Background: an optimization exercise with open tools, aiming at small area and a short achievable clock period. Do not read the settings as production practice.
The RTL of this run was laid out without a check of its function.
Power figures rest on the tool's default switching activity, not on a simulated workload.

===== design/flow/design.v =====
module simd_addsub(
input  [15:0] a,
input  [15:0] b,
input  [1:0]  w,
input         sub,
output [15:0] s
);
wire [15:0] y = sub ? ~b : b;
wire p1 = (w != 2'd0);
wire p2 = (w == 2'd2);
wire [20:0] fx = {a[15:12], p1 | sub, a[11:8], p2 | sub, a[7:4], p1 | sub, a[3:0], sub};
wire [20:0] fy = {y[15:12], ~p1 & sub, y[11:8], ~p2 & sub, y[7:4], ~p1 & sub, y[3:0], sub};
wire [20:0] fs = fx + fy;
assign s = {fs[19:16], fs[14:11], fs[9:6], fs[4:1]};
endmodule
module simd_booth_enc(
  input  [15:0] b,
  input         m4, m8, m16,
  output [7:0]  one, two, neg
);
  wire nm4 = ~m4, nm8 = ~m8, nm16 = ~m16;
  assign one[0] = b[0];
  assign two[0] = b[1] & ~b[0];
  assign neg[0] = b[1];
  wire bm1 = b[1];
  assign one[1] = b[2] ^ bm1;
  assign two[1] = (b[3] & ~b[2] & ~bm1) | (~b[3] & b[2] & bm1);
  assign neg[1] = b[3];
  wire bm2 = (b[3] & nm4);
  assign one[2] = b[4] ^ bm2;
  assign two[2] = (b[5] & ~b[4] & ~bm2) | (~b[5] & b[4] & bm2);
  assign neg[2] = b[5];
  wire bm3 = b[5];
  assign one[3] = b[6] ^ bm3;
  assign two[3] = (b[7] & ~b[6] & ~bm3) | (~b[7] & b[6] & bm3);
  assign neg[3] = b[7];
  wire bm4 = (b[7] & m16);
  assign one[4] = b[8] ^ bm4;
  assign two[4] = (b[9] & ~b[8] & ~bm4) | (~b[9] & b[8] & bm4);
  assign neg[4] = b[9];
  wire bm5 = b[9];
  assign one[5] = b[10] ^ bm5;
  assign two[5] = (b[11] & ~b[10] & ~bm5) | (~b[11] & b[10] & bm5);
  assign neg[5] = b[11];
  wire bm6 = (b[11] & nm4);
  assign one[6] = b[12] ^ bm6;
  assign two[6] = (b[13] & ~b[12] & ~bm6) | (~b[13] & b[12] & bm6);
  assign neg[6] = b[13];
  wire bm7 = b[13];
  assign one[7] = b[14] ^ bm7;
  assign two[7] = (b[15] & ~b[14] & ~bm7) | (~b[15] & b[14] & bm7);
  assign neg[7] = b[15];
endmodule
module simd_mul(
  input  [15:0] a,
  input  [7:0]  one, two, neg,
  input  [31:0] x,
  input         en,
  input         m4, m8, m16,
  output [15:0] pl,
  output [15:0] hx, hy,
  output        hc
);
  wire nm4 = ~m4, nm8 = ~m8, nm16 = ~m16;
  wire t0 = (one[0] & a[0]) ^ neg[0];
  wire t1 = ((one[0] & a[1]) | (two[0] & a[0])) ^ neg[0];
  wire t2 = ((one[0] & a[2]) | (two[0] & a[1])) ^ neg[0];
  wire t3 = ((one[0] & a[3]) | (two[0] & a[2])) ^ neg[0];
  wire t4 = (m4 & (en & ~(((one[0] | two[0]) & a[3]) ^ neg[0]))) | (nm4 & (((one[0] & a[4]) | (two[0] & a[3])) ^ neg[0]));
  wire t5 = one[0] & nm4;
  wire t6 = two[0] & nm4;
  wire t7 = neg[0] & nm4;
  wire t8 = ((t5 & a[5]) | (t6 & a[4])) ^ t7;
  wire t9 = ((t5 & a[6]) | (t6 & a[5])) ^ t7;
  wire t10 = ((t5 & a[7]) | (t6 & a[6])) ^ t7;
  wire t11 = (m8 & (en & ~(((one[0] | two[0]) & a[7]) ^ neg[0]))) | (m16 & (((one[0] & a[8]) | (two[0] & a[7])) ^ neg[0]));
  wire t12 = one[0] & m16;
  wire t13 = two[0] & m16;
  wire t14 = neg[0] & m16;
  wire t15 = ((t12 & a[9]) | (t13 & a[8])) ^ t14;
  wire t16 = ((t12 & a[10]) | (t13 & a[9])) ^ t14;
  wire t17 = ((t12 & a[11]) | (t13 & a[10])) ^ t14;
  wire t18 = ((t12 & a[12]) | (t13 & a[11])) ^ t14;
  wire t19 = ((t12 & a[13]) | (t13 & a[12])) ^ t14;
  wire t20 = ((t12 & a[14]) | (t13 & a[13])) ^ t14;
  wire t21 = ((t12 & a[15]) | (t13 & a[14])) ^ t14;
  wire t22 = m16 & en & ~(((t12 | t13) & a[15]) ^ t14);
  wire t23 = (one[1] & a[0]) ^ neg[1];
  wire t24 = ((one[1] & a[1]) | (two[1] & a[0])) ^ neg[1];
  wire t25 = ((one[1] & a[2]) | (two[1] & a[1])) ^ neg[1];
  wire t26 = ((one[1] & a[3]) | (two[1] & a[2])) ^ neg[1];
  wire t27 = (m4 & (en & ~(((one[1] | two[1]) & a[3]) ^ neg[1]))) | (nm4 & (((one[1] & a[4]) | (two[1] & a[3])) ^ neg[1]));
  wire t28 = one[1] & nm4;
  wire t29 = two[1] & nm4;
  wire t30 = neg[1] & nm4;
  wire t31 = ((t28 & a[5]) | (t29 & a[4])) ^ t30;
  wire t32 = ((t28 & a[6]) | (t29 & a[5])) ^ t30;
  wire t33 = ((t28 & a[7]) | (t29 & a[6])) ^ t30;
  wire t34 = (m8 & (en & ~(((one[1] | two[1]) & a[7]) ^ neg[1]))) | (m16 & (((one[1] & a[8]) | (two[1] & a[7])) ^ neg[1]));
  wire t35 = one[1] & m16;
  wire t36 = two[1] & m16;
  wire t37 = neg[1] & m16;
  wire t38 = ((t35 & a[9]) | (t36 & a[8])) ^ t37;
  wire t39 = ((t35 & a[10]) | (t36 & a[9])) ^ t37;
  wire t40 = ((t35 & a[11]) | (t36 & a[10])) ^ t37;
  wire t41 = ((t35 & a[12]) | (t36 & a[11])) ^ t37;
  wire t42 = ((t35 & a[13]) | (t36 & a[12])) ^ t37;
  wire t43 = ((t35 & a[14]) | (t36 & a[13])) ^ t37;
  wire t44 = ((t35 & a[15]) | (t36 & a[14])) ^ t37;
  wire t45 = m16 & en & ~(((t35 | t36) & a[15]) ^ t37);
  wire t46 = one[2] & nm4;
  wire t47 = two[2] & nm4;
  wire t48 = neg[2] & nm4;
  wire t49 = (t46 & a[0]) ^ t48;
  wire t50 = ((t46 & a[1]) | (t47 & a[0])) ^ t48;
  wire t51 = ((t46 & a[2]) | (t47 & a[1])) ^ t48;
  wire t52 = ((t46 & a[3]) | (t47 & a[2])) ^ t48;
  wire t53 = (m4 & ((one[2] & a[4]) ^ neg[2])) | (nm4 & (((one[2] & a[4]) | (two[2] & a[3])) ^ neg[2]));
  wire t54 = ((one[2] & a[5]) | (two[2] & a[4])) ^ neg[2];
  wire t55 = ((one[2] & a[6]) | (two[2] & a[5])) ^ neg[2];
  wire t56 = ((one[2] & a[7]) | (two[2] & a[6])) ^ neg[2];
  wire t57 = (nm16 & (en & ~(((one[2] | two[2]) & a[7]) ^ neg[2]))) | (m16 & (((one[2] & a[8]) | (two[2] & a[7])) ^ neg[2]));
  wire t58 = one[2] & m16;
  wire t59 = two[2] & m16;
  wire t60 = neg[2] & m16;
  wire t61 = ((t58 & a[9]) | (t59 & a[8])) ^ t60;
  wire t62 = ((t58 & a[10]) | (t59 & a[9])) ^ t60;
  wire t63 = ((t58 & a[11]) | (t59 & a[10])) ^ t60;
  wire t64 = ((t58 & a[12]) | (t59 & a[11])) ^ t60;
  wire t65 = ((t58 & a[13]) | (t59 & a[12])) ^ t60;
  wire t66 = ((t58 & a[14]) | (t59 & a[13])) ^ t60;
  wire t67 = ((t58 & a[15]) | (t59 & a[14])) ^ t60;
  wire t68 = m16 & en & ~(((t58 | t59) & a[15]) ^ t60);
  wire t69 = one[3] & nm4;
  wire t70 = two[3] & nm4;
  wire t71 = neg[3] & nm4;
  wire t72 = (t69 & a[0]) ^ t71;
  wire t73 = ((t69 & a[1]) | (t70 & a[0])) ^ t71;
  wire t74 = ((t69 & a[2]) | (t70 & a[1])) ^ t71;
  wire t75 = ((t69 & a[3]) | (t70 & a[2])) ^ t71;
  wire t76 = (m4 & ((one[3] & a[4]) ^ neg[3])) | (nm4 & (((one[3] & a[4]) | (two[3] & a[3])) ^ neg[3]));
  wire t77 = ((one[3] & a[5]) | (two[3] & a[4])) ^ neg[3];
  wire t78 = ((one[3] & a[6]) | (two[3] & a[5])) ^ neg[3];
  wire t79 = ((one[3] & a[7]) | (two[3] & a[6])) ^ neg[3];
  wire t80 = (nm16 & (en & ~(((one[3] | two[3]) & a[7]) ^ neg[3]))) | (m16 & (((one[3] & a[8]) | (two[3] & a[7])) ^ neg[3]));
  wire t81 = one[3] & m16;
  wire t82 = two[3] & m16;
  wire t83 = neg[3] & m16;
  wire t84 = ((t81 & a[9]) | (t82 & a[8])) ^ t83;
  wire t85 = ((t81 & a[10]) | (t82 & a[9])) ^ t83;
  wire t86 = ((t81 & a[11]) | (t82 & a[10])) ^ t83;
  wire t87 = ((t81 & a[12]) | (t82 & a[11])) ^ t83;
  wire t88 = ((t81 & a[13]) | (t82 & a[12])) ^ t83;
  wire t89 = ((t81 & a[14]) | (t82 & a[13])) ^ t83;
  wire t90 = ((t81 & a[15]) | (t82 & a[14])) ^ t83;
  wire t91 = m16 & en & ~(((t81 | t82) & a[15]) ^ t83);
  wire t92 = one[4] & m16;
  wire t93 = two[4] & m16;
  wire t94 = neg[4] & m16;
  wire t95 = (t92 & a[0]) ^ t94;
  wire t96 = ((t92 & a[1]) | (t93 & a[0])) ^ t94;
  wire t97 = ((t92 & a[2]) | (t93 & a[1])) ^ t94;
  wire t98 = ((t92 & a[3]) | (t93 & a[2])) ^ t94;
  wire t99 = ((t92 & a[4]) | (t93 & a[3])) ^ t94;
  wire t100 = ((t92 & a[5]) | (t93 & a[4])) ^ t94;
  wire t101 = ((t92 & a[6]) | (t93 & a[5])) ^ t94;
  wire t102 = ((t92 & a[7]) | (t93 & a[6])) ^ t94;
  wire t103 = (nm16 & ((one[4] & a[8]) ^ neg[4])) | (m16 & (((one[4] & a[8]) | (two[4] & a[7])) ^ neg[4]));
  wire t104 = ((one[4] & a[9]) | (two[4] & a[8])) ^ neg[4];
  wire t105 = ((one[4] & a[10]) | (two[4] & a[9])) ^ neg[4];
  wire t106 = ((one[4] & a[11]) | (two[4] & a[10])) ^ neg[4];
  wire t107 = (m4 & (en & ~(((one[4] | two[4]) & a[11]) ^ neg[4]))) | (nm4 & (((one[4] & a[12]) | (two[4] & a[11])) ^ neg[4]));
  wire t108 = one[4] & nm4;
  wire t109 = two[4] & nm4;
  wire t110 = neg[4] & nm4;
  wire t111 = ((t108 & a[13]) | (t109 & a[12])) ^ t110;
  wire t112 = ((t108 & a[14]) | (t109 & a[13])) ^ t110;
  wire t113 = ((t108 & a[15]) | (t109 & a[14])) ^ t110;
  wire t114 = nm4 & en & ~(((t108 | t109) & a[15]) ^ t110);
  wire t115 = one[5] & m16;
  wire t116 = two[5] & m16;
  wire t117 = neg[5] & m16;
  wire t118 = (t115 & a[0]) ^ t117;
  wire t119 = ((t115 & a[1]) | (t116 & a[0])) ^ t117;
  wire t120 = ((t115 & a[2]) | (t116 & a[1])) ^ t117;
  wire t121 = ((t115 & a[3]) | (t116 & a[2])) ^ t117;
  wire t122 = ((t115 & a[4]) | (t116 & a[3])) ^ t117;
  wire t123 = ((t115 & a[5]) | (t116 & a[4])) ^ t117;
  wire t124 = ((t115 & a[6]) | (t116 & a[5])) ^ t117;
  wire t125 = ((t115 & a[7]) | (t116 & a[6])) ^ t117;
  wire t126 = (nm16 & ((one[5] & a[8]) ^ neg[5])) | (m16 & (((one[5] & a[8]) | (two[5] & a[7])) ^ neg[5]));
  wire t127 = ((one[5] & a[9]) | (two[5] & a[8])) ^ neg[5];
  wire t128 = ((one[5] & a[10]) | (two[5] & a[9])) ^ neg[5];
  wire t129 = ((one[5] & a[11]) | (two[5] & a[10])) ^ neg[5];
  wire t130 = (m4 & (en & ~(((one[5] | two[5]) & a[11]) ^ neg[5]))) | (nm4 & (((one[5] & a[12]) | (two[5] & a[11])) ^ neg[5]));
  wire t131 = one[5] & nm4;
  wire t132 = two[5] & nm4;
  wire t133 = neg[5] & nm4;
  wire t134 = ((t131 & a[13]) | (t132 & a[12])) ^ t133;
  wire t135 = ((t131 & a[14]) | (t132 & a[13])) ^ t133;
  wire t136 = ((t131 & a[15]) | (t132 & a[14])) ^ t133;
  wire t137 = nm4 & en & ~(((t131 | t132) & a[15]) ^ t133);
  wire t138 = one[6] & m16;
  wire t139 = two[6] & m16;
  wire t140 = neg[6] & m16;
  wire t141 = (t138 & a[0]) ^ t140;
  wire t142 = ((t138 & a[1]) | (t139 & a[0])) ^ t140;
  wire t143 = ((t138 & a[2]) | (t139 & a[1])) ^ t140;
  wire t144 = ((t138 & a[3]) | (t139 & a[2])) ^ t140;
  wire t145 = ((t138 & a[4]) | (t139 & a[3])) ^ t140;
  wire t146 = ((t138 & a[5]) | (t139 & a[4])) ^ t140;
  wire t147 = ((t138 & a[6]) | (t139 & a[5])) ^ t140;
  wire t148 = ((t138 & a[7]) | (t139 & a[6])) ^ t140;
  wire t149 = (m8 & ((one[6] & a[8]) ^ neg[6])) | (m16 & (((one[6] & a[8]) | (two[6] & a[7])) ^ neg[6]));
  wire t150 = one[6] & nm4;
  wire t151 = two[6] & nm4;
  wire t152 = neg[6] & nm4;
  wire t153 = ((t150 & a[9]) | (t151 & a[8])) ^ t152;
  wire t154 = ((t150 & a[10]) | (t151 & a[9])) ^ t152;
  wire t155 = ((t150 & a[11]) | (t151 & a[10])) ^ t152;
  wire t156 = (m4 & ((one[6] & a[12]) ^ neg[6])) | (nm4 & (((one[6] & a[12]) | (two[6] & a[11])) ^ neg[6]));
  wire t157 = ((one[6] & a[13]) | (two[6] & a[12])) ^ neg[6];
  wire t158 = ((one[6] & a[14]) | (two[6] & a[13])) ^ neg[6];
  wire t159 = ((one[6] & a[15]) | (two[6] & a[14])) ^ neg[6];
  wire t160 = en & ~(((one[6] | two[6]) & a[15]) ^ neg[6]);
  wire t161 = one[7] & m16;
  wire t162 = two[7] & m16;
  wire t163 = neg[7] & m16;
  wire t164 = (t161 & a[0]) ^ t163;
  wire t165 = ((t161 & a[1]) | (t162 & a[0])) ^ t163;
  wire t166 = ((t161 & a[2]) | (t162 & a[1])) ^ t163;
  wire t167 = ((t161 & a[3]) | (t162 & a[2])) ^ t163;
  wire t168 = ((t161 & a[4]) | (t162 & a[3])) ^ t163;
  wire t169 = ((t161 & a[5]) | (t162 & a[4])) ^ t163;
  wire t170 = ((t161 & a[6]) | (t162 & a[5])) ^ t163;
  wire t171 = ((t161 & a[7]) | (t162 & a[6])) ^ t163;
  wire t172 = (m8 & ((one[7] & a[8]) ^ neg[7])) | (m16 & (((one[7] & a[8]) | (two[7] & a[7])) ^ neg[7]));
  wire t173 = one[7] & nm4;
  wire t174 = two[7] & nm4;
  wire t175 = neg[7] & nm4;
  wire t176 = ((t173 & a[9]) | (t174 & a[8])) ^ t175;
  wire t177 = ((t173 & a[10]) | (t174 & a[9])) ^ t175;
  wire t178 = ((t173 & a[11]) | (t174 & a[10])) ^ t175;
  wire t179 = (m4 & ((one[7] & a[12]) ^ neg[7])) | (nm4 & (((one[7] & a[12]) | (two[7] & a[11])) ^ neg[7]));
  wire t180 = ((one[7] & a[13]) | (two[7] & a[12])) ^ neg[7];
  wire t181 = ((one[7] & a[14]) | (two[7] & a[13])) ^ neg[7];
  wire t182 = ((one[7] & a[15]) | (two[7] & a[14])) ^ neg[7];
  wire t183 = en & ~(((one[7] | two[7]) & a[15]) ^ neg[7]);
  wire t184 = (m4 & neg[0]) | (m8 & neg[0]) | (m16 & neg[0]);
  wire t185 = (m4 & neg[1]) | (m8 & neg[1]) | (m16 & neg[1]);
  wire t186 = (m8 & neg[2]) | (m16 & neg[2]);
  wire t187 = (m8 & neg[3]) | (m16 & neg[3]);
  wire t188 = (m4 & neg[2]) | (m16 & neg[4]);
  wire t189 = (m4 & neg[3]) | (m16 & neg[5]);
  wire t190 = (m16 & neg[6]);
  wire t191 = (m16 & neg[7]);
  wire t192 = (m4 & neg[4]) | (m8 & neg[4]);
  wire t193 = (m4 & neg[5]) | (m8 & neg[5]);
  wire t194 = (m8 & neg[6]);
  wire t195 = (m8 & neg[7]);
  wire t196 = (m4 & neg[6]);
  wire t197 = (m4 & neg[7]);
  wire t198 = x[0] ^ t184;
  wire t199 = x[0] & t184;
  wire t200 = x[1] ^ t1;
  wire t201 = x[1] & t1;
  wire fs202, fc202;
  assign {fc202, fs202} = {1'b0, x[2]} + {1'b0, t185} + {1'b0, t2};
  wire t203 = t23 ^ t201;
  wire t204 = t23 & t201;
  wire fs205, fc205;
  assign {fc205, fs205} = {1'b0, x[3]} + {1'b0, t3} + {1'b0, t24};
  wire t206 = fc202 ^ t204;
  wire t207 = fc202 & t204;
  wire fs208, fc208;
  assign {fc208, fs208} = {1'b0, x[4]} + {1'b0, t186} + {1'b0, t25};
  wire fs209, fc209;
  assign {fc209, fs209} = {1'b0, t49} + {1'b0, t4} + {1'b0, fc205};
  wire t210 = fs208 ^ t207;
  wire t211 = fs208 & t207;
  wire fs212, fc212;
  assign {fc212, fs212} = {1'b0, x[5]} + {1'b0, t8} + {1'b0, t26};
  wire fs213, fc213;
  assign {fc213, fs213} = {1'b0, t50} + {1'b0, fc208} + {1'b0, fs212};
  wire t214 = fc209 ^ t211;
  wire t215 = fc209 & t211;
  wire fs216, fc216;
  assign {fc216, fs216} = {1'b0, x[6]} + {1'b0, t187} + {1'b0, t9};
  wire fs217, fc217;
  assign {fc217, fs217} = {1'b0, t51} + {1'b0, t72} + {1'b0, t27};
  wire fs218, fc218;
  assign {fc218, fs218} = {1'b0, fc212} + {1'b0, fs216} + {1'b0, fs217};
  wire t219 = fc213 ^ t215;
  wire t220 = fc213 & t215;
  wire fs221, fc221;
  assign {fc221, fs221} = {1'b0, x[7]} + {1'b0, t10} + {1'b0, t31};
  wire t222 = fc221 & nm4;
  wire fs223, fc223;
  assign {fc223, fs223} = {1'b0, t52} + {1'b0, t73} + {1'b0, fc216};
  wire t224 = fc223 & nm4;
  wire fs225, fc225;
  assign {fc225, fs225} = {1'b0, fs221} + {1'b0, fc217} + {1'b0, fs223};
  wire t226 = fc225 & nm4;
  wire t227 = fc218 ^ t220;
  wire t228 = fc218 & t220;
  wire t229 = t228 & nm4;
  wire fs230, fc230;
  assign {fc230, fs230} = {1'b0, x[8]} + {1'b0, t188} + {1'b0, t32};
  wire fs231, fc231;
  assign {fc231, fs231} = {1'b0, t74} + {1'b0, t95} + {1'b0, t11};
  wire fs232, fc232;
  assign {fc232, fs232} = {1'b0, t53} + {1'b0, fs230} + {1'b0, t222};
  wire fs233, fc233;
  assign {fc233, fs233} = {1'b0, fs231} + {1'b0, t224} + {1'b0, fs232};
  wire t234 = t226 ^ fs233;
  wire t235 = t226 & fs233;
  wire fs236, fc236;
  assign {fc236, fs236} = {1'b0, x[9]} + {1'b0, t15} + {1'b0, t33};
  wire fs237, fc237;
  assign {fc237, fs237} = {1'b0, t54} + {1'b0, t75} + {1'b0, t96};
  wire fs238, fc238;
  assign {fc238, fs238} = {1'b0, fc230} + {1'b0, fs236} + {1'b0, fs237};
  wire fs239, fc239;
  assign {fc239, fs239} = {1'b0, fc231} + {1'b0, fs238} + {1'b0, fc232};
  wire t240 = fc233 ^ fs239;
  wire t241 = fc233 & fs239;
  wire fs242, fc242;
  assign {fc242, fs242} = {1'b0, x[10]} + {1'b0, t189} + {1'b0, t16};
  wire fs243, fc243;
  assign {fc243, fs243} = {1'b0, t55} + {1'b0, t97} + {1'b0, t118};
  wire fs244, fc244;
  assign {fc244, fs244} = {1'b0, t34} + {1'b0, t76} + {1'b0, fc236};
  wire fs245, fc245;
  assign {fc245, fs245} = {1'b0, fc237} + {1'b0, fs242} + {1'b0, fs243};
  wire fs246, fc246;
  assign {fc246, fs246} = {1'b0, fc238} + {1'b0, fs244} + {1'b0, fs245};
  wire t247 = fs246 ^ fc239;
  wire t248 = fs246 & fc239;
  wire fs249, fc249;
  assign {fc249, fs249} = {1'b0, x[11]} + {1'b0, t17} + {1'b0, t38};
  wire fs250, fc250;
  assign {fc250, fs250} = {1'b0, t56} + {1'b0, t77} + {1'b0, t98};
  wire fs251, fc251;
  assign {fc251, fs251} = {1'b0, t119} + {1'b0, fc242} + {1'b0, fc243};
  wire fs252, fc252;
  assign {fc252, fs252} = {1'b0, fs249} + {1'b0, fs250} + {1'b0, fc244};
  wire fs253, fc253;
  assign {fc253, fs253} = {1'b0, fc245} + {1'b0, fs251} + {1'b0, fc246};
  wire t254 = fs252 ^ t248;
  wire t255 = fs252 & t248;
  wire fs256, fc256;
  assign {fc256, fs256} = {1'b0, x[12]} + {1'b0, t190} + {1'b0, t18};
  wire fs257, fc257;
  assign {fc257, fs257} = {1'b0, t39} + {1'b0, t78} + {1'b0, t99};
  wire fs258, fc258;
  assign {fc258, fs258} = {1'b0, t120} + {1'b0, t141} + {1'b0, t57};
  wire fs259, fc259;
  assign {fc259, fs259} = {1'b0, fc249} + {1'b0, fc250} + {1'b0, fs256};
  wire fs260, fc260;
  assign {fc260, fs260} = {1'b0, fs257} + {1'b0, fs258} + {1'b0, fc251};
  wire fs261, fc261;
  assign {fc261, fs261} = {1'b0, fs259} + {1'b0, fc252} + {1'b0, fs260};
  wire t262 = fc253 ^ fs261;
  wire t263 = fc253 & fs261;
  wire fs264, fc264;
  assign {fc264, fs264} = {1'b0, x[13]} + {1'b0, t19} + {1'b0, t40};
  wire fs265, fc265;
  assign {fc265, fs265} = {1'b0, t61} + {1'b0, t79} + {1'b0, t100};
  wire fs266, fc266;
  assign {fc266, fs266} = {1'b0, t121} + {1'b0, t142} + {1'b0, fc256};
  wire fs267, fc267;
  assign {fc267, fs267} = {1'b0, fc257} + {1'b0, fs264} + {1'b0, fs265};
  wire fs268, fc268;
  assign {fc268, fs268} = {1'b0, fc258} + {1'b0, fc259} + {1'b0, fs266};
  wire fs269, fc269;
  assign {fc269, fs269} = {1'b0, fs267} + {1'b0, fc260} + {1'b0, fs268};
  wire t270 = fc261 ^ fs269;
  wire t271 = fc261 & fs269;
  wire fs272, fc272;
  assign {fc272, fs272} = {1'b0, x[14]} + {1'b0, t191} + {1'b0, t20};
  wire fs273, fc273;
  assign {fc273, fs273} = {1'b0, t41} + {1'b0, t62} + {1'b0, t101};
  wire fs274, fc274;
  assign {fc274, fs274} = {1'b0, t122} + {1'b0, t143} + {1'b0, t164};
  wire fs275, fc275;
  assign {fc275, fs275} = {1'b0, t80} + {1'b0, fc264} + {1'b0, fc265};
  wire fs276, fc276;
  assign {fc276, fs276} = {1'b0, fs272} + {1'b0, fs273} + {1'b0, fs274};
  wire fs277, fc277;
  assign {fc277, fs277} = {1'b0, fc266} + {1'b0, fc267} + {1'b0, fs275};
  wire fs278, fc278;
  assign {fc278, fs278} = {1'b0, fs276} + {1'b0, fc268} + {1'b0, fs277};
  wire t279 = fc269 ^ fs278;
  wire t280 = fc269 & fs278;
  wire fs281, fc281;
  assign {fc281, fs281} = {1'b0, x[15]} + {1'b0, t21} + {1'b0, t42};
  wire t282 = fc281 & m16;
  wire fs283, fc283;
  assign {fc283, fs283} = {1'b0, t63} + {1'b0, t84} + {1'b0, t102};
  wire t284 = fc283 & m16;
  wire fs285, fc285;
  assign {fc285, fs285} = {1'b0, t123} + {1'b0, t144} + {1'b0, t165};
  wire t286 = fc285 & m16;
  wire fs287, fc287;
  assign {fc287, fs287} = {1'b0, fc272} + {1'b0, fc273} + {1'b0, fc274};
  wire t288 = fc287 & m16;
  wire fs289, fc289;
  assign {fc289, fs289} = {1'b0, fs281} + {1'b0, fs283} + {1'b0, fs285};
  wire t290 = fc289 & m16;
  wire fs291, fc291;
  assign {fc291, fs291} = {1'b0, fc275} + {1'b0, fc276} + {1'b0, fs287};
  wire t292 = fc291 & m16;
  wire fs293, fc293;
  assign {fc293, fs293} = {1'b0, fs289} + {1'b0, fc277} + {1'b0, fs291};
  wire t294 = fc293 & m16;
  wire t295 = fc278 ^ fs293;
  wire t296 = fc278 & fs293;
  wire t297 = t296 & m16;
  wire fs298, fc298;
  assign {fc298, fs298} = {1'b0, x[16]} + {1'b0, t192} + {1'b0, t22};
  wire fs299, fc299;
  assign {fc299, fs299} = {1'b0, t43} + {1'b0, t64} + {1'b0, t85};
  wire fs300, fc300;
  assign {fc300, fs300} = {1'b0, t124} + {1'b0, t145} + {1'b0, t166};
  wire fs301, fc301;
  assign {fc301, fs301} = {1'b0, t103} + {1'b0, fs298} + {1'b0, fs299};
  wire fs302, fc302;
  assign {fc302, fs302} = {1'b0, fs300} + {1'b0, t282} + {1'b0, t284};
  wire fs303, fc303;
  assign {fc303, fs303} = {1'b0, t286} + {1'b0, fs301} + {1'b0, t288};
  wire fs304, fc304;
  assign {fc304, fs304} = {1'b0, t290} + {1'b0, fs302} + {1'b0, t292};
  wire fs305, fc305;
  assign {fc305, fs305} = {1'b0, fs303} + {1'b0, t294} + {1'b0, fs304};
  wire fs306, fc306;
  assign {fc306, fs306} = {1'b0, x[17]} + {1'b0, t44} + {1'b0, t65};
  wire fs307, fc307;
  assign {fc307, fs307} = {1'b0, t86} + {1'b0, t104} + {1'b0, t125};
  wire fs308, fc308;
  assign {fc308, fs308} = {1'b0, t146} + {1'b0, t167} + {1'b0, fc298};
  wire fs309, fc309;
  assign {fc309, fs309} = {1'b0, fc299} + {1'b0, fc300} + {1'b0, fs306};
  wire fs310, fc310;
  assign {fc310, fs310} = {1'b0, fs307} + {1'b0, fc301} + {1'b0, fs308};
  wire fs311, fc311;
  assign {fc311, fs311} = {1'b0, fs309} + {1'b0, fc302} + {1'b0, fs310};
  wire fs312, fc312;
  assign {fc312, fs312} = {1'b0, fc303} + {1'b0, fs311} + {1'b0, fc304};
  wire fs313, fc313;
  assign {fc313, fs313} = {1'b0, x[18]} + {1'b0, t193} + {1'b0, t45};
  wire fs314, fc314;
  assign {fc314, fs314} = {1'b0, t66} + {1'b0, t87} + {1'b0, t105};
  wire fs315, fc315;
  assign {fc315, fs315} = {1'b0, t147} + {1'b0, t168} + {1'b0, t126};
  wire fs316, fc316;
  assign {fc316, fs316} = {1'b0, fc306} + {1'b0, fc307} + {1'b0, fs313};
  wire fs317, fc317;
  assign {fc317, fs317} = {1'b0, fs314} + {1'b0, fs315} + {1'b0, fc308};
  wire fs318, fc318;
  assign {fc318, fs318} = {1'b0, fc309} + {1'b0, fs316} + {1'b0, fc310};
  wire fs319, fc319;
  assign {fc319, fs319} = {1'b0, fs317} + {1'b0, fc311} + {1'b0, fs318};
  wire fs320, fc320;
  assign {fc320, fs320} = {1'b0, x[19]} + {1'b0, t67} + {1'b0, t88};
  wire fs321, fc321;
  assign {fc321, fs321} = {1'b0, t106} + {1'b0, t127} + {1'b0, t148};
  wire fs322, fc322;
  assign {fc322, fs322} = {1'b0, t169} + {1'b0, fc313} + {1'b0, fc314};
  wire fs323, fc323;
  assign {fc323, fs323} = {1'b0, fs320} + {1'b0, fs321} + {1'b0, fc315};
  wire fs324, fc324;
  assign {fc324, fs324} = {1'b0, fc316} + {1'b0, fs322} + {1'b0, fs323};
  wire fs325, fc325;
  assign {fc325, fs325} = {1'b0, fc317} + {1'b0, fs324} + {1'b0, fc318};
  wire fs326, fc326;
  assign {fc326, fs326} = {1'b0, x[20]} + {1'b0, t194} + {1'b0, t68};
  wire fs327, fc327;
  assign {fc327, fs327} = {1'b0, t89} + {1'b0, t128} + {1'b0, t170};
  wire fs328, fc328;
  assign {fc328, fs328} = {1'b0, t107} + {1'b0, t149} + {1'b0, fc320};
  wire fs329, fc329;
  assign {fc329, fs329} = {1'b0, fc321} + {1'b0, fs326} + {1'b0, fs327};
  wire fs330, fc330;
  assign {fc330, fs330} = {1'b0, fc322} + {1'b0, fs328} + {1'b0, fs329};
  wire fs331, fc331;
  assign {fc331, fs331} = {1'b0, fc323} + {1'b0, fs330} + {1'b0, fc324};
  wire fs332, fc332;
  assign {fc332, fs332} = {1'b0, x[21]} + {1'b0, t90} + {1'b0, t111};
  wire fs333, fc333;
  assign {fc333, fs333} = {1'b0, t129} + {1'b0, t153} + {1'b0, t171};
  wire fs334, fc334;
  assign {fc334, fs334} = {1'b0, fc326} + {1'b0, fc327} + {1'b0, fs332};
  wire fs335, fc335;
  assign {fc335, fs335} = {1'b0, fs333} + {1'b0, fc328} + {1'b0, fc329};
  wire fs336, fc336;
  assign {fc336, fs336} = {1'b0, fs334} + {1'b0, fc330} + {1'b0, fs335};
  wire fs337, fc337;
  assign {fc337, fs337} = {1'b0, x[22]} + {1'b0, t195} + {1'b0, t91};
  wire fs338, fc338;
  assign {fc338, fs338} = {1'b0, t112} + {1'b0, t154} + {1'b0, t130};
  wire fs339, fc339;
  assign {fc339, fs339} = {1'b0, t172} + {1'b0, fc332} + {1'b0, fc333};
  wire fs340, fc340;
  assign {fc340, fs340} = {1'b0, fs337} + {1'b0, fs338} + {1'b0, fc334};
  wire fs341, fc341;
  assign {fc341, fs341} = {1'b0, fs339} + {1'b0, fc335} + {1'b0, fs340};
  wire fs342, fc342;
  assign {fc342, fs342} = {1'b0, x[23]} + {1'b0, t113} + {1'b0, t134};
  wire t343 = fc342 & nm4;
  wire fs344, fc344;
  assign {fc344, fs344} = {1'b0, t155} + {1'b0, t176} + {1'b0, fc337};
  wire t345 = fc344 & nm4;
  wire fs346, fc346;
  assign {fc346, fs346} = {1'b0, fs342} + {1'b0, fc338} + {1'b0, fc339};
  wire t347 = fc346 & nm4;
  wire fs348, fc348;
  assign {fc348, fs348} = {1'b0, fs344} + {1'b0, fc340} + {1'b0, fs346};
  wire t349 = fc348 & nm4;
  wire fs350, fc350;
  assign {fc350, fs350} = {1'b0, x[24]} + {1'b0, t196} + {1'b0, t114};
  wire fs351, fc351;
  assign {fc351, fs351} = {1'b0, t135} + {1'b0, t177} + {1'b0, t156};
  wire fs352, fc352;
  assign {fc352, fs352} = {1'b0, fs350} + {1'b0, t343} + {1'b0, fs351};
  wire fs353, fc353;
  assign {fc353, fs353} = {1'b0, t345} + {1'b0, fs352} + {1'b0, t347};
  wire fs354, fc354;
  assign {fc354, fs354} = {1'b0, x[25]} + {1'b0, t136} + {1'b0, t157};
  wire fs355, fc355;
  assign {fc355, fs355} = {1'b0, t178} + {1'b0, fc350} + {1'b0, fs354};
  wire fs356, fc356;
  assign {fc356, fs356} = {1'b0, fc351} + {1'b0, fs355} + {1'b0, fc352};
  wire fs357, fc357;
  assign {fc357, fs357} = {1'b0, x[26]} + {1'b0, t197} + {1'b0, t137};
  wire fs358, fc358;
  assign {fc358, fs358} = {1'b0, t158} + {1'b0, t179} + {1'b0, fc354};
  wire fs359, fc359;
  assign {fc359, fs359} = {1'b0, fs357} + {1'b0, fc355} + {1'b0, fs358};
  wire fs360, fc360;
  assign {fc360, fs360} = {1'b0, x[27]} + {1'b0, t159} + {1'b0, t180};
  wire fs361, fc361;
  assign {fc361, fs361} = {1'b0, fc357} + {1'b0, fs360} + {1'b0, fc358};
  wire fs362, fc362;
  assign {fc362, fs362} = {1'b0, x[28]} + {1'b0, t160} + {1'b0, t181};
  wire t363 = fc360 ^ fs362;
  wire t364 = fc360 & fs362;
  wire fs365, fc365;
  assign {fc365, fs365} = {1'b0, x[29]} + {1'b0, t182} + {1'b0, fc362};
  wire t366 = x[30] ^ t183;
  wire t367 = x[30] & t183;
  wire t368 = t0 & t198;
  wire t369 = t0 ^ t198;
  wire t370 = t199 & t200;
  wire t371 = t199 ^ t200;
  wire t372 = fs202 & t203;
  wire t373 = fs202 ^ t203;
  wire t374 = fs205 & t206;
  wire t375 = fs205 ^ t206;
  wire t376 = fs209 & t210;
  wire t377 = fs209 ^ t210;
  wire t378 = fs213 & t214;
  wire t379 = fs213 ^ t214;
  wire t380 = fs218 & t219;
  wire t381 = fs218 ^ t219;
  wire t382 = fs225 & t227;
  wire t383 = fs225 ^ t227;
  wire t384 = t229 & t234;
  wire t385 = t229 ^ t234;
  wire t386 = t235 & t240;
  wire t387 = t235 ^ t240;
  wire t388 = t241 & t247;
  wire t389 = t241 ^ t247;
  wire t390 = fs253 & t254;
  wire t391 = fs253 ^ t254;
  wire t392 = t255 & t262;
  wire t393 = t255 ^ t262;
  wire t394 = t263 & t270;
  wire t395 = t263 ^ t270;
  wire t396 = t271 & t279;
  wire t397 = t271 ^ t279;
  wire t398 = t280 & t295;
  wire t399 = t280 ^ t295;
  wire t400 = t371 ^ t368;
  wire t401 = t370 | (t371 & t368);
  wire t402 = t373 ^ t401;
  wire t403 = t372 | (t373 & t370);
  wire t404 = t373 & t371;
  wire t405 = t372 | (t373 & t401);
  wire t406 = t375 ^ t405;
  wire t407 = t374 | (t375 & t372);
  wire t408 = t375 & t373;
  wire t409 = t374 | (t375 & t403);
  wire t410 = t375 & t404;
  wire t411 = t374 | (t375 & t405);
  wire t412 = t377 ^ t411;
  wire t413 = t376 | (t377 & t374);
  wire t414 = t377 & t375;
  wire t415 = t376 | (t377 & t407);
  wire t416 = t377 & t408;
  wire t417 = t376 | (t377 & t409);
  wire t418 = t377 & t410;
  wire t419 = t376 | (t377 & t411);
  wire t420 = t379 ^ t419;
  wire t421 = t378 | (t379 & t376);
  wire t422 = t379 & t377;
  wire t423 = t378 | (t379 & t413);
  wire t424 = t379 & t414;
  wire t425 = t378 | (t379 & t415);
  wire t426 = t379 & t416;
  wire t427 = t378 | (t379 & t417);
  wire t428 = t379 & t418;
  wire t429 = t378 | (t379 & t419);
  wire t430 = t381 ^ t429;
  wire t431 = t380 | (t381 & t378);
  wire t432 = t381 & t379;
  wire t433 = t380 | (t381 & t421);
  wire t434 = t381 & t422;
  wire t435 = t380 | (t381 & t423);
  wire t436 = t381 & t424;
  wire t437 = t380 | (t381 & t425);
  wire t438 = t381 & t426;
  wire t439 = t380 | (t381 & t427);
  wire t440 = t381 & t428;
  wire t441 = t380 | (t381 & t429);
  wire t442 = t383 ^ t441;
  wire t443 = t382 | (t383 & t380);
  wire t444 = t383 & t381;
  wire t445 = t382 | (t383 & t431);
  wire t446 = t383 & t432;
  wire t447 = t382 | (t383 & t433);
  wire t448 = t383 & t434;
  wire t449 = t382 | (t383 & t435);
  wire t450 = t383 & t436;
  wire t451 = t382 | (t383 & t437);
  wire t452 = t383 & t438;
  wire t453 = t382 | (t383 & t439);
  wire t454 = t383 & t440;
  wire t455 = t382 | (t383 & t441);
  wire t456 = nm4 ^ t455;
  wire t457 = 1'b0 | (nm4 & t382);
  wire t458 = nm4 & t383;
  wire t459 = t457 | (t458 & t380);
  wire t460 = t458 & t381;
  wire t461 = t457 | (t458 & t431);
  wire t462 = t458 & t432;
  wire t463 = t457 | (t458 & t433);
  wire t464 = t458 & t434;
  wire t465 = t457 | (t458 & t435);
  wire t466 = t458 & t436;
  wire t467 = t457 | (t458 & t437);
  wire t468 = t458 & t438;
  wire t469 = t457 | (t458 & t439);
  wire t470 = t458 & t440;
  wire t471 = t457 | (t458 & t441);
  wire t472 = t385 ^ t471;
  wire t473 = t384 | (t385 & 1'b0);
  wire t474 = t385 & nm4;
  wire t475 = t384 | (t385 & t457);
  wire t476 = t385 & t458;
  wire t477 = t475 | (t476 & t380);
  wire t478 = t476 & t381;
  wire t479 = t475 | (t476 & t431);
  wire t480 = t476 & t432;
  wire t481 = t475 | (t476 & t433);
  wire t482 = t476 & t434;
  wire t483 = t475 | (t476 & t435);
  wire t484 = t476 & t436;
  wire t485 = t475 | (t476 & t437);
  wire t486 = t476 & t438;
  wire t487 = t475 | (t476 & t439);
  wire t488 = t476 & t440;
  wire t489 = t475 | (t476 & t441);
  wire t490 = t387 ^ t489;
  wire t491 = t386 | (t387 & t384);
  wire t492 = t387 & t385;
  wire t493 = t491 | (t492 & 1'b0);
  wire t494 = t492 & nm4;
  wire t495 = t491 | (t492 & t457);
  wire t496 = t492 & t458;
  wire t497 = t491 | (t492 & t459);
  wire t498 = t492 & t460;
  wire t499 = t491 | (t492 & t461);
  wire t500 = t492 & t462;
  wire t501 = t491 | (t492 & t463);
  wire t502 = t492 & t464;
  wire t503 = t491 | (t492 & t465);
  wire t504 = t492 & t466;
  wire t505 = t491 | (t492 & t467);
  wire t506 = t492 & t468;
  wire t507 = t491 | (t492 & t469);
  wire t508 = t492 & t470;
  wire t509 = t491 | (t492 & t471);
  wire t510 = t389 ^ t509;
  wire t511 = t388 | (t389 & t386);
  wire t512 = t389 & t387;
  wire t513 = t511 | (t512 & t384);
  wire t514 = t512 & t385;
  wire t515 = t511 | (t512 & t473);
  wire t516 = t512 & t474;
  wire t517 = t511 | (t512 & t475);
  wire t518 = t512 & t476;
  wire t519 = t517 | (t518 & t380);
  wire t520 = t518 & t381;
  wire t521 = t517 | (t518 & t431);
  wire t522 = t518 & t432;
  wire t523 = t517 | (t518 & t433);
  wire t524 = t518 & t434;
  wire t525 = t517 | (t518 & t435);
  wire t526 = t518 & t436;
  wire t527 = t517 | (t518 & t437);
  wire t528 = t518 & t438;
  wire t529 = t517 | (t518 & t439);
  wire t530 = t518 & t440;
  wire t531 = t517 | (t518 & t441);
  wire t532 = t391 ^ t531;
  wire t533 = t390 | (t391 & t388);
  wire t534 = t391 & t389;
  wire t535 = t390 | (t391 & t511);
  wire t536 = t391 & t512;
  wire t537 = t535 | (t536 & t384);
  wire t538 = t536 & t385;
  wire t539 = t535 | (t536 & t473);
  wire t540 = t536 & t474;
  wire t541 = t535 | (t536 & t475);
  wire t542 = t536 & t476;
  wire t543 = t535 | (t536 & t477);
  wire t544 = t536 & t478;
  wire t545 = t535 | (t536 & t479);
  wire t546 = t536 & t480;
  wire t547 = t535 | (t536 & t481);
  wire t548 = t536 & t482;
  wire t549 = t535 | (t536 & t483);
  wire t550 = t536 & t484;
  wire t551 = t535 | (t536 & t485);
  wire t552 = t536 & t486;
  wire t553 = t535 | (t536 & t487);
  wire t554 = t536 & t488;
  wire t555 = t535 | (t536 & t489);
  wire t556 = t393 ^ t555;
  wire t557 = t392 | (t393 & t390);
  wire t558 = t393 & t391;
  wire t559 = t557 | (t558 & t388);
  wire t560 = t558 & t389;
  wire t561 = t557 | (t558 & t511);
  wire t562 = t558 & t512;
  wire t563 = t557 | (t558 & t513);
  wire t564 = t558 & t514;
  wire t565 = t557 | (t558 & t515);
  wire t566 = t558 & t516;
  wire t567 = t557 | (t558 & t517);
  wire t568 = t558 & t518;
  wire t569 = t567 | (t568 & t380);
  wire t570 = t568 & t381;
  wire t571 = t567 | (t568 & t431);
  wire t572 = t568 & t432;
  wire t573 = t567 | (t568 & t433);
  wire t574 = t568 & t434;
  wire t575 = t567 | (t568 & t435);
  wire t576 = t568 & t436;
  wire t577 = t567 | (t568 & t437);
  wire t578 = t568 & t438;
  wire t579 = t567 | (t568 & t439);
  wire t580 = t568 & t440;
  wire t581 = t567 | (t568 & t441);
  wire t582 = t395 ^ t581;
  wire t583 = t394 | (t395 & t392);
  wire t584 = t395 & t393;
  wire t585 = t583 | (t584 & t390);
  wire t586 = t584 & t391;
  wire t587 = t583 | (t584 & t533);
  wire t588 = t584 & t534;
  wire t589 = t583 | (t584 & t535);
  wire t590 = t584 & t536;
  wire t591 = t589 | (t590 & t384);
  wire t592 = t590 & t385;
  wire t593 = t589 | (t590 & t473);
  wire t594 = t590 & t474;
  wire t595 = t589 | (t590 & t475);
  wire t596 = t590 & t476;
  wire t597 = t589 | (t590 & t477);
  wire t598 = t590 & t478;
  wire t599 = t589 | (t590 & t479);
  wire t600 = t590 & t480;
  wire t601 = t589 | (t590 & t481);
  wire t602 = t590 & t482;
  wire t603 = t589 | (t590 & t483);
  wire t604 = t590 & t484;
  wire t605 = t589 | (t590 & t485);
  wire t606 = t590 & t486;
  wire t607 = t589 | (t590 & t487);
  wire t608 = t590 & t488;
  wire t609 = t589 | (t590 & t489);
  wire t610 = t397 ^ t609;
  wire t611 = t396 | (t397 & t394);
  wire t612 = t397 & t395;
  wire t613 = t611 | (t612 & t392);
  wire t614 = t612 & t393;
  wire t615 = t611 | (t612 & t557);
  wire t616 = t612 & t558;
  wire t617 = t615 | (t616 & t388);
  wire t618 = t616 & t389;
  wire t619 = t615 | (t616 & t511);
  wire t620 = t616 & t512;
  wire t621 = t615 | (t616 & t513);
  wire t622 = t616 & t514;
  wire t623 = t615 | (t616 & t515);
  wire t624 = t616 & t516;
  wire t625 = t615 | (t616 & t517);
  wire t626 = t616 & t518;
  wire t627 = t615 | (t616 & t519);
  wire t628 = t616 & t520;
  wire t629 = t615 | (t616 & t521);
  wire t630 = t616 & t522;
  wire t631 = t615 | (t616 & t523);
  wire t632 = t616 & t524;
  wire t633 = t615 | (t616 & t525);
  wire t634 = t616 & t526;
  wire t635 = t615 | (t616 & t527);
  wire t636 = t616 & t528;
  wire t637 = t615 | (t616 & t529);
  wire t638 = t616 & t530;
  wire t639 = t615 | (t616 & t531);
  wire t640 = t399 ^ t639;
  wire t641 = t398 | (t399 & t396);
  wire t642 = t399 & t397;
  wire t643 = t641 | (t642 & t394);
  wire t644 = t642 & t395;
  wire t645 = t641 | (t642 & t583);
  wire t646 = t642 & t584;
  wire t647 = t645 | (t646 & t390);
  wire t648 = t646 & t391;
  wire t649 = t645 | (t646 & t533);
  wire t650 = t646 & t534;
  wire t651 = t645 | (t646 & t535);
  wire t652 = t646 & t536;
  wire t653 = t645 | (t646 & t537);
  wire t654 = t646 & t538;
  wire t655 = t645 | (t646 & t539);
  wire t656 = t646 & t540;
  wire t657 = t645 | (t646 & t541);
  wire t658 = t646 & t542;
  wire t659 = t645 | (t646 & t543);
  wire t660 = t646 & t544;
  wire t661 = t645 | (t646 & t545);
  wire t662 = t646 & t546;
  wire t663 = t645 | (t646 & t547);
  wire t664 = t646 & t548;
  wire t665 = t645 | (t646 & t549);
  wire t666 = t646 & t550;
  wire t667 = t645 | (t646 & t551);
  wire t668 = t646 & t552;
  wire t669 = t645 | (t646 & t553);
  wire t670 = t646 & t554;
  wire t671 = t645 | (t646 & t555);
  assign pl = {t640, t610, t582, t556, t532, t510, t490, t472, t442, t430, t420, t412, t406, t402, t400, t369};
  assign hc = t671 & m16;
  assign hx = {x[31], fc365, t364, fc361, fc359, fc356, fc353, t349, fc341, fc336, fc331, fc325, fc319, fc312, fc305, t297};
  assign hy = {t367, t366, fs365, t363, fs361, fs359, fs356, fs353, fs348, fs341, fs336, fs331, fs325, fs319, fs312, fs305};
endmodule
module simd_shift(
input  [15:0] d,
input  [1:0]  w,
input         right,
input         arith,
output [15:0] q
);
wire s4 = (w == 2'd0);
wire s16 = (w == 2'd2);
wire [15:0] tops = {1'b1, 3'b0, s4, 3'b0, ~s16, 3'b0, s4, 3'b0};
wire [15:0] bots = {3'b0, s4, 3'b0, ~s16, 3'b0, s4, 3'b0, 1'b1};
wire [15:0] rsh = ({1'b0, d[15:1]} & ~tops) | (d & tops & {16{arith}});
wire [15:0] lsh = {d[14:0], 1'b0} & ~bots;
assign q = right ? rsh : lsh;
endmodule
module SIMD(
input [11:0] instruction,
input clk,
input rst,
output [31:0] outputvalue
);
reg  [11:0] cmd;             
reg  rst_d;                  
reg  [255:0] rf;             
reg  [15:0] ra;              
reg  [7:0]  e_one, e_two, e_neg;    
reg  [31:0] e_x;             
reg  e_mul, e_m4, e_m8, e_m16;
reg  [3:0] e_dst;
reg  [15:0] res_l, out_l, out_h;
reg  [15:0] w_hx, w_hy;      
reg  w_hc, w_k24;            
wire [3:0] op = cmd[11:8];
wire [1:0] w  = cmd[7:6];
wire [1:0] fc = cmd[5:4];
wire [1:0] fb = cmd[3:2];
wire [1:0] fa = cmd[1:0];
wire is_logic = (op[3:2] == 2'b10);
wire nop = rst | rst_d;
wire mul = ~nop & (op[3:1] == 3'd1);
reg  [15:0] sel_a;
reg  [3:0]  sel_w, sel_b, sel_c;
wire [11:0] ins = instruction;
wire [3:0] ins_a = (ins[11:10] == 2'b10) ? {ins[3:2], ins[1:0]} : {ins[7:6], ins[1:0]};
always @(posedge clk) begin
  sel_a <= 16'd1 << ins_a;
  sel_w <= 4'd1 << ins[7:6];
  sel_b <= 4'd1 << ins[3:2];
  sel_c <= 4'd1 << ins[5:4];
end
reg [15:0] rd_a, rd_b, rd_c;
reg [15:0] bank [0:3];
integer r, k;
always @* begin
  rd_a = 16'd0;
  for (r = 0; r < 16; r = r + 1)
    rd_a = rd_a | ({16{sel_a[r]}} & rf[16*r +: 16]);
  for (k = 0; k < 4; k = k + 1) begin
    bank[k] = 16'd0;
    for (r = 0; r < 4; r = r + 1)
      bank[k] = bank[k] | ({16{sel_w[r]}} & rf[16*(4*r+k) +: 16]);
  end
  rd_b = 16'd0;
  rd_c = 16'd0;
  for (k = 0; k < 4; k = k + 1) begin
    rd_b = rd_b | ({16{sel_b[k]}} & bank[k]);
    rd_c = rd_c | ({16{sel_c[k]}} & bank[k]);
  end
end
wire [15:0] as_out;
simd_addsub as(.a(rd_a), .b(rd_b), .w(w), .sub(op == 4'd1), .s(as_out));
wire [15:0] sh_out;
simd_shift sh(.d(rd_a), .w(w), .right(fb[0]), .arith(op == 4'd6), .q(sh_out));
wire [15:0] pre = ({16{~nop & (op[3:1] == 3'd0)}} & as_out)
                | ({16{~nop & ((op == 4'd4) | (op == 4'd6))}} & sh_out)
                | ({16{~nop & (op == 4'd8)}}  & (rd_a & rd_c))
                | ({16{~nop & (op == 4'd9)}}  & (rd_a | rd_c))
                | ({16{~nop & (op == 4'd10)}} & (rd_a ^ rd_c))
                | ({16{~nop & (op == 4'd11)}} & ~rd_a);
wire m4 = (w == 2'd0), m8 = (w == 2'd1), m16 = w[1];
wire [7:0] one, two, neg;
simd_booth_enc be(.b(rd_b), .m4(m4), .m8(m8), .m16(m16), .one(one), .two(two), .neg(neg));
wire [3:0] par4 = {^rd_b[15:12], ^rd_b[11:8], ^rd_b[7:4], ^rd_b[3:0]};
wire [1:0] par8 = {par4[3] ^ par4[2], par4[1] ^ par4[0]};
wire par16 = par8[1] ^ par8[0];
wire [3:0] q;
assign q[0] = ~(rd_a[3] & par4[0]);
assign q[1] = m4 ? ~(rd_a[7] & par4[1]) : ~(rd_a[7] & par8[0]);
assign q[2] = ~(rd_a[11] & par4[2]);
assign q[3] = m4 ? ~(rd_a[15] & par4[3]) : m8 ? ~(rd_a[15] & par8[1]) : ~(rd_a[15] & par16);
wire [15:0] c = (op == 4'd3) ? rd_c : 16'd0;
wire [31:0] x4 = {q[3], 1'b0, 1'b1, ~c[15], c[15:12], q[2], 1'b0, 1'b1, ~c[11], c[11:8],
                  q[1], 1'b0, 1'b1, ~c[7],  c[7:4],   q[0], 1'b0, 1'b1, ~c[3],  c[3:0]};
wire [31:0] x8 = {q[3], 1'b0, 1'b1, 1'b0, 1'b1, 1'b0, 1'b1, ~c[15], c[15:8],
                  q[1], 1'b0, 1'b1, 1'b0, 1'b1, 1'b0, 1'b1, ~c[7],  c[7:0]};
wire [31:0] x16 = {q[3], 1'b0, 1'b1, 1'b0, 1'b1, 1'b0, 1'b1, 1'b0, 1'b1, 1'b0, 1'b1,
                   1'b0, 1'b1, 1'b0, 1'b1, ~c[15], c[15:0]};
wire [31:0] x = ~mul ? {16'd0, pre} : m4 ? x4 : m8 ? x8 : x16;
always @(posedge clk) begin
  ra <= rd_a;
  e_one <= one & {8{mul}};
  e_two <= two & {8{mul}};
  e_neg <= neg & {8{mul}};
  e_x <= x;
  e_mul <= mul;
  e_m4 <= m4;
  e_m8 <= m8;
  e_m16 <= m16;
  e_dst <= nop ? 4'd0 : {w, fc};
  rst_d <= rst;
  cmd <= instruction;
end
wire [15:0] res, hx, hy;
wire hc;
simd_mul mu(.a(ra), .one(e_one), .two(e_two), .neg(e_neg), .x(e_x), .en(e_mul),
            .m4(e_m4), .m8(e_m8), .m16(e_m16), .pl(res), .hx(hx), .hy(hy), .hc(hc));
wire [17:0] hs = {w_hx[15:8], w_k24, w_hx[7:0], w_hc} + {w_hy[15:8], 1'b0, w_hy[7:0], w_hc};
wire [15:0] wd0 = res & ~{16{rst}};
wire [15:0] wd1 = res | {16{rst}};
integer i;
always @(posedge clk) begin
  res_l <= res;
  w_hx <= hx;
  w_hy <= hy;
  w_hc <= hc;
  w_k24 <= ~e_m4;
  out_l <= res_l;
  out_h <= {hs[17:10], hs[8:1]};
  for (i = 0; i < 16; i = i + 1)
    if (rst | (e_dst == i))
      rf[16*i +: 16] <= (wd1 & rf_init(i)) | (wd0 & ~rf_init(i));
end
function [15:0] rf_init(input integer r);
  case (r)
    1:  rf_init = 16'b0001_1000_1000_0100;
    2:  rf_init = 16'b1110_0110_0110_1100;
    4:  rf_init = 16'b0010_0111_0100_1100;
    5:  rf_init = 16'b1101_1000_1000_0101;
    8:  rf_init = 16'b0001_0110_0100_1010;
    9:  rf_init = 16'b1111_1010_1010_0100;
    13: rf_init = 16'b0001_1000_1000_0100;
    default: rf_init = 16'b0;
  endcase
endfunction
assign outputvalue = {out_h, out_l};
endmodule

===== design/flow/flow/run.sh =====
#!/bin/bash
set -euo pipefail
bash standard.sh SETUP_SLACK_MARGIN=5.5 finish > make_finish.log 2>&1

===== design/flow/standard.sh =====
#!/bin/bash
# synth_recipe.tcl (not shown) runs the flow's synth.tcl, then flattens the netlist and writes it again
# the make line also repeats each setting of config.mk as NAME=value (left out here)
make -C /OpenROAD-flow-scripts/flow DESIGN_CONFIG=/design/flow/config.mk WORK_HOME=/design/flow/orfs CLKGATE_MAP_FILE= SYNTH_SCRIPT=/design/flow/synth_recipe.tcl "${@:-finish}"

===== design/flow/config.mk =====
export PLATFORM = sky130hd
export DESIGN_NAME = SIMD
export DESIGN_NICKNAME = SIMD
export VERILOG_FILES = /design/flow/design.v
export SDC_FILE = /design/flow/constraint.sdc
export NUM_CORES = 4
export LEC_CHECK = 0
export CAP_MARGIN = 20
export CORE_MARGIN = 2
export CORE_UTILIZATION = 60
export CTS_CLUSTER_DIAMETER = 150
export CTS_CLUSTER_SIZE = 20
export SLEW_MARGIN = 20

===== design/flow/constraint.sdc =====
create_clock -name core_clock -period 10.0 [get_ports {clk}]
set_input_delay 2.0000 -clock core_clock [delete_from_list [all_inputs] [get_ports {clk}]]
set_output_delay 2.0000 -clock core_clock [all_outputs]
set_load 0.01 [all_outputs]

==> metrics.md <==
| Metric | Value |
|---|---|
| Main synth FF type | edfxtp_1 |
| Measured slew at the worst slew-check pin | 1.18 ns |
| Final period util | 0.513 |
| Critical path class | flop to flop |
| Synth warn | 2 |
| Multiplexer share of the synthesized area | 0.0125 |
| Final Hold Fails | 0 |
| Startpoint types | flop |
| Xor/xnor share of the synthesized area | 0.0665 |
| Syn Inst Count | 2503 |
| Hold-fix buffers, CTS | 0 |
| Port Buffers | 45 |
| Post-route cell area | 29100 um2 |
| Total GRT Usage | 0.374 |
| Power consumption | 0.00436 W |
| Global-route wire length before repair | 129000 um |
| Number of global-route vias before repair | 20411 |
| # setup viols final | 0 |
| Hold WC Path Type | flop to flop |
| DRC | 0 |
| Cell mode on critical path | fa_2 |
| Worst-skew pair later-pin latency | 0.64 ns |
| Initial core utilization | 0.612 |
| CP delay by family, top | adder cells |
| TritonRoute pass-1 iters | 7 |
| Compound-Gate Fraction of Synth Area | 0.189 |
| Post-synthesis adder-cell area fraction | 0.144 |
| Post-synth EDFFs | 256 |
| Avg Synthesized Cell Area | 10.6 um2 |
| Layout Skew | 0.0405 ns |
| # IOs | 46 |
| Vias/cell | 6.79 |
| Fmax | 195 MHz |
| Worst EP arrival | 5.57 ns |
| Synth top area share | 0.291 |
| Leakage power | 11.1 nW |
| Layout cell share with drive strength beyond 1 | 0.107 |
| RSZ-0062 raised after global routing | yes |
| P per Cell Area | 150 nW/um2 |
| GPL Wtd Cong | 0.975 |
| Commonest cells post-synth | a22oi_1, edfxtp_1, nand2_1 |
| CTS sink count | 454 |
| Core area | 43300 um2 |
| Rows | 76 |
| Yosys top cell by area | edfxtp_1 |
| CTS max path bufs | 3 |
| Starting DRT DRC Count | 2871 |
| Die Span X | 214 um |
| Most frequent cell after synthesis | a22oi_1 |
| Fin crit period | 5.13 ns |
| Antenna Nets Post-Route | 0 |
| Largest net degree at the start of global routing | 65 |
| CP max FO | 7 |
| CTS tree | done |
| DR vias | 21006 |
| VDD IR max | 0.183 mV |
| Final Non-Filler Cells | 3094 |
| Clock H-tree levels | 1 |
| Die Y | 214 um |
| Top post-synthesis cells by area | edfxtp_1, dfxtp_1, a22oi_1, fa_1, ha_1 |
| Final net count | 2736 |
| Crit. End Element | flop |
| Worst-path clk slew | 0.09 ns |
| Slowest CP cell | fa_2 |
| CP max stage delay | 0.38 ns |
| HPWL Detailed | 57200 um |
| Detailed Route WL | 87500 um |
| Slew margin rel. | 0.217 |
| Inst Count DP | 3000 |
| Worst Path Buf+Inv | 2 |
| CP Data Required Time | 10.44 ns |
| Initial antenna violation count | 0 |
| MaxCap Viol Count | 0 |
| CTS root buffer | clkbuf_16 |
| Die ar. | 45800 um2 |
| Post-synthesis sequential area ratio | 0.440 |
| Distinct cells, synth | 77 |
| Total negative setup slack | 0 ns |
| Async S/R FF share, synth | 0 |
| WL/cell | 28.3 um |
| Syn Nets | 2746 |
| Layout Area Growth over Synthesis | 10.0% |
| Worst path cell trace | buf_12 > nor3_4 > nor2b_1 > ha_1 > ha_1 > inv_1 > fa_2 > fa_2 > fa_2 > fa_2 > fa_2 > fa_2 > nor2b_4 > o211a_1 > o21a_1 > o21a_1 > o21a_2 > o21ai_2 > a21oi_2 > xor2_2 > nor2b_4 |
| Status | complete, no violations |
| Placed Area | 27500 um2 |
| TritonCTS Buffers | 26 |
| Grt total ovfl | 0 |
| Simple-Gate Fraction of Synth Area | 0.0924 |
| Combinational family with the most area after synthesis | compound AO/OA/AOI/OAI gates |
| Synth Cell Area | 26500 um2 |
| Post-synthesis register bit count | 454 |
| Slew Viols, Final | 0 |
timing repair:
item / in CTS / in global routing
pin swaps: 10 / 13
gates cloned: 7 / 2
endpoints found under the setup margin: 168 / 165
buffers inserted: 15 / 26
resized for setup: 56 / 47
worst paths after layout:
check                start  endpoint  slack (ns)  cells past startpoint
hold / removal    res_l[6]  out_l[6]        0.33                      0
setup reg to reg     e_m16    rf[79]        4.87                     21
setup / recovery     e_m16    rf[79]        4.87                     21
hold reg to reg   res_l[6]  out_l[6]        0.33                      0
layer usage:
metal	vias up	GRT usage	wire length, um	share of wire
li1	8935	-	-	-
met1	10156	0.462	30900	0.35
met2	1489	0.616	40600	0.46
met3	426	0.0652	9180	0.10
met4	0	0.231	6790	0.078
met5	-	0	0	0
cell type report:
type	count	area (um2)
flip-flops and latches	454	11700
inverters	179	676
clock buffers	41	738
well taps	585	732
repair buffers	165	1550
diodes	2	5.00
multi-input cells	1667	13700
fillers	3345	14200
clock inverters	1	30.0
per-stage QoR:
step                hold slack, ns   util  setup WS (ns)
global placement             0.310  0.635           4.28
floorplan                    0.310      -           5.07
detailed placement           0.315  0.635           4.16
global route                 0.336  0.673           4.70
CTS                          0.333  0.663           4.92
finish                       0.332  0.673           4.87
cells in the final DEF (no fill, tap or decap), types with 7 or more instances in the layout:
master	synthesis	layout
xor2_1	55	54
nor2_1	122	114
a22oi_1	358	352
o21bai_1	7	7
nand3_1	27	27
a22o_1	47	47
or2_2	13	8
a31oi_1	9	9
and3_1	7	7
a31o_2	11	11
and2_1	27	27
nand2_1	220	220
clkbuf_16	0	28
nand2b_1	16	16
clkbuf_1	167	13
mux2i_1	17	17
inv_1	178	175
dfxtp_4	0	14
nor2b_1	37	32
nor3_1	24	22
clkdlybuf4s50_1	0	44
dfxtp_1	198	172
o21ai_0	56	53
edfxtp_1	256	256
buf_4	1	99
nand4_1	13	13
dfxtp_2	0	12
a21oi_1	62	59
xnor2_1	146	143
a21o_1	19	19
a221oi_1	42	41
ha_1	104	101
fa_1	125	119
o211ai_1	10	10
buf_6	2	10
nor2b_4	0	8
cells by family (layout without fill, tap and decap cells):
logic type,after synthesis,count (layout)
AND/OR/NAND/NOR,528,532
XOR/XNOR,201,201
flip-flops,454,454
AO/OA/AOI/OAI,680,680
multiplexers,25,25
adder cells (fa/ha/maj),229,229
other,0,2
buffers and inverters,386,386
power by group:
group          switching (W)  internal, W  total [W]
combinational       0.000620     0.000338   0.000958
clock               0.000626     0.000511    0.00114
sequential          0.000119      0.00214    0.00226
sequential cells by signal, summed over array words and instances, names as in the netlist, 15 cells and up:
signal	flops
rf	256
e_x	31
out_h	16
out_l	16
ra	16
res_l	16
sel_a	16
w_hx	16
w_hy	15

afterwards: timing with drivers on the ports:
In the flow no input, the clock included, has a driving cell. The finished layout below was timed again as built, in two steps. Step 1 sets driving cells, clkbuf_16 on the clock port and buf_2 on the other inputs (assumed; they add their load-dependent delay and slew). Step 2 times the ports against the registers' clock, not the clock port: input delays grow and output delays shrink by t, the midpoint of the rising clock arrivals with the driver on. Slacks: ideal / step 1 / step 2; pairs: ideal / step 1.
shift t [ns]: 0.675
setup slack, ns: 4.867 / 4.867 / 4.867
cell pins on the clock port's net: 1
After both steps setup and hold are still met in this run. The setup slack of this run moves by 0.000 ns with the drivers and by 0.000 ns with both steps.
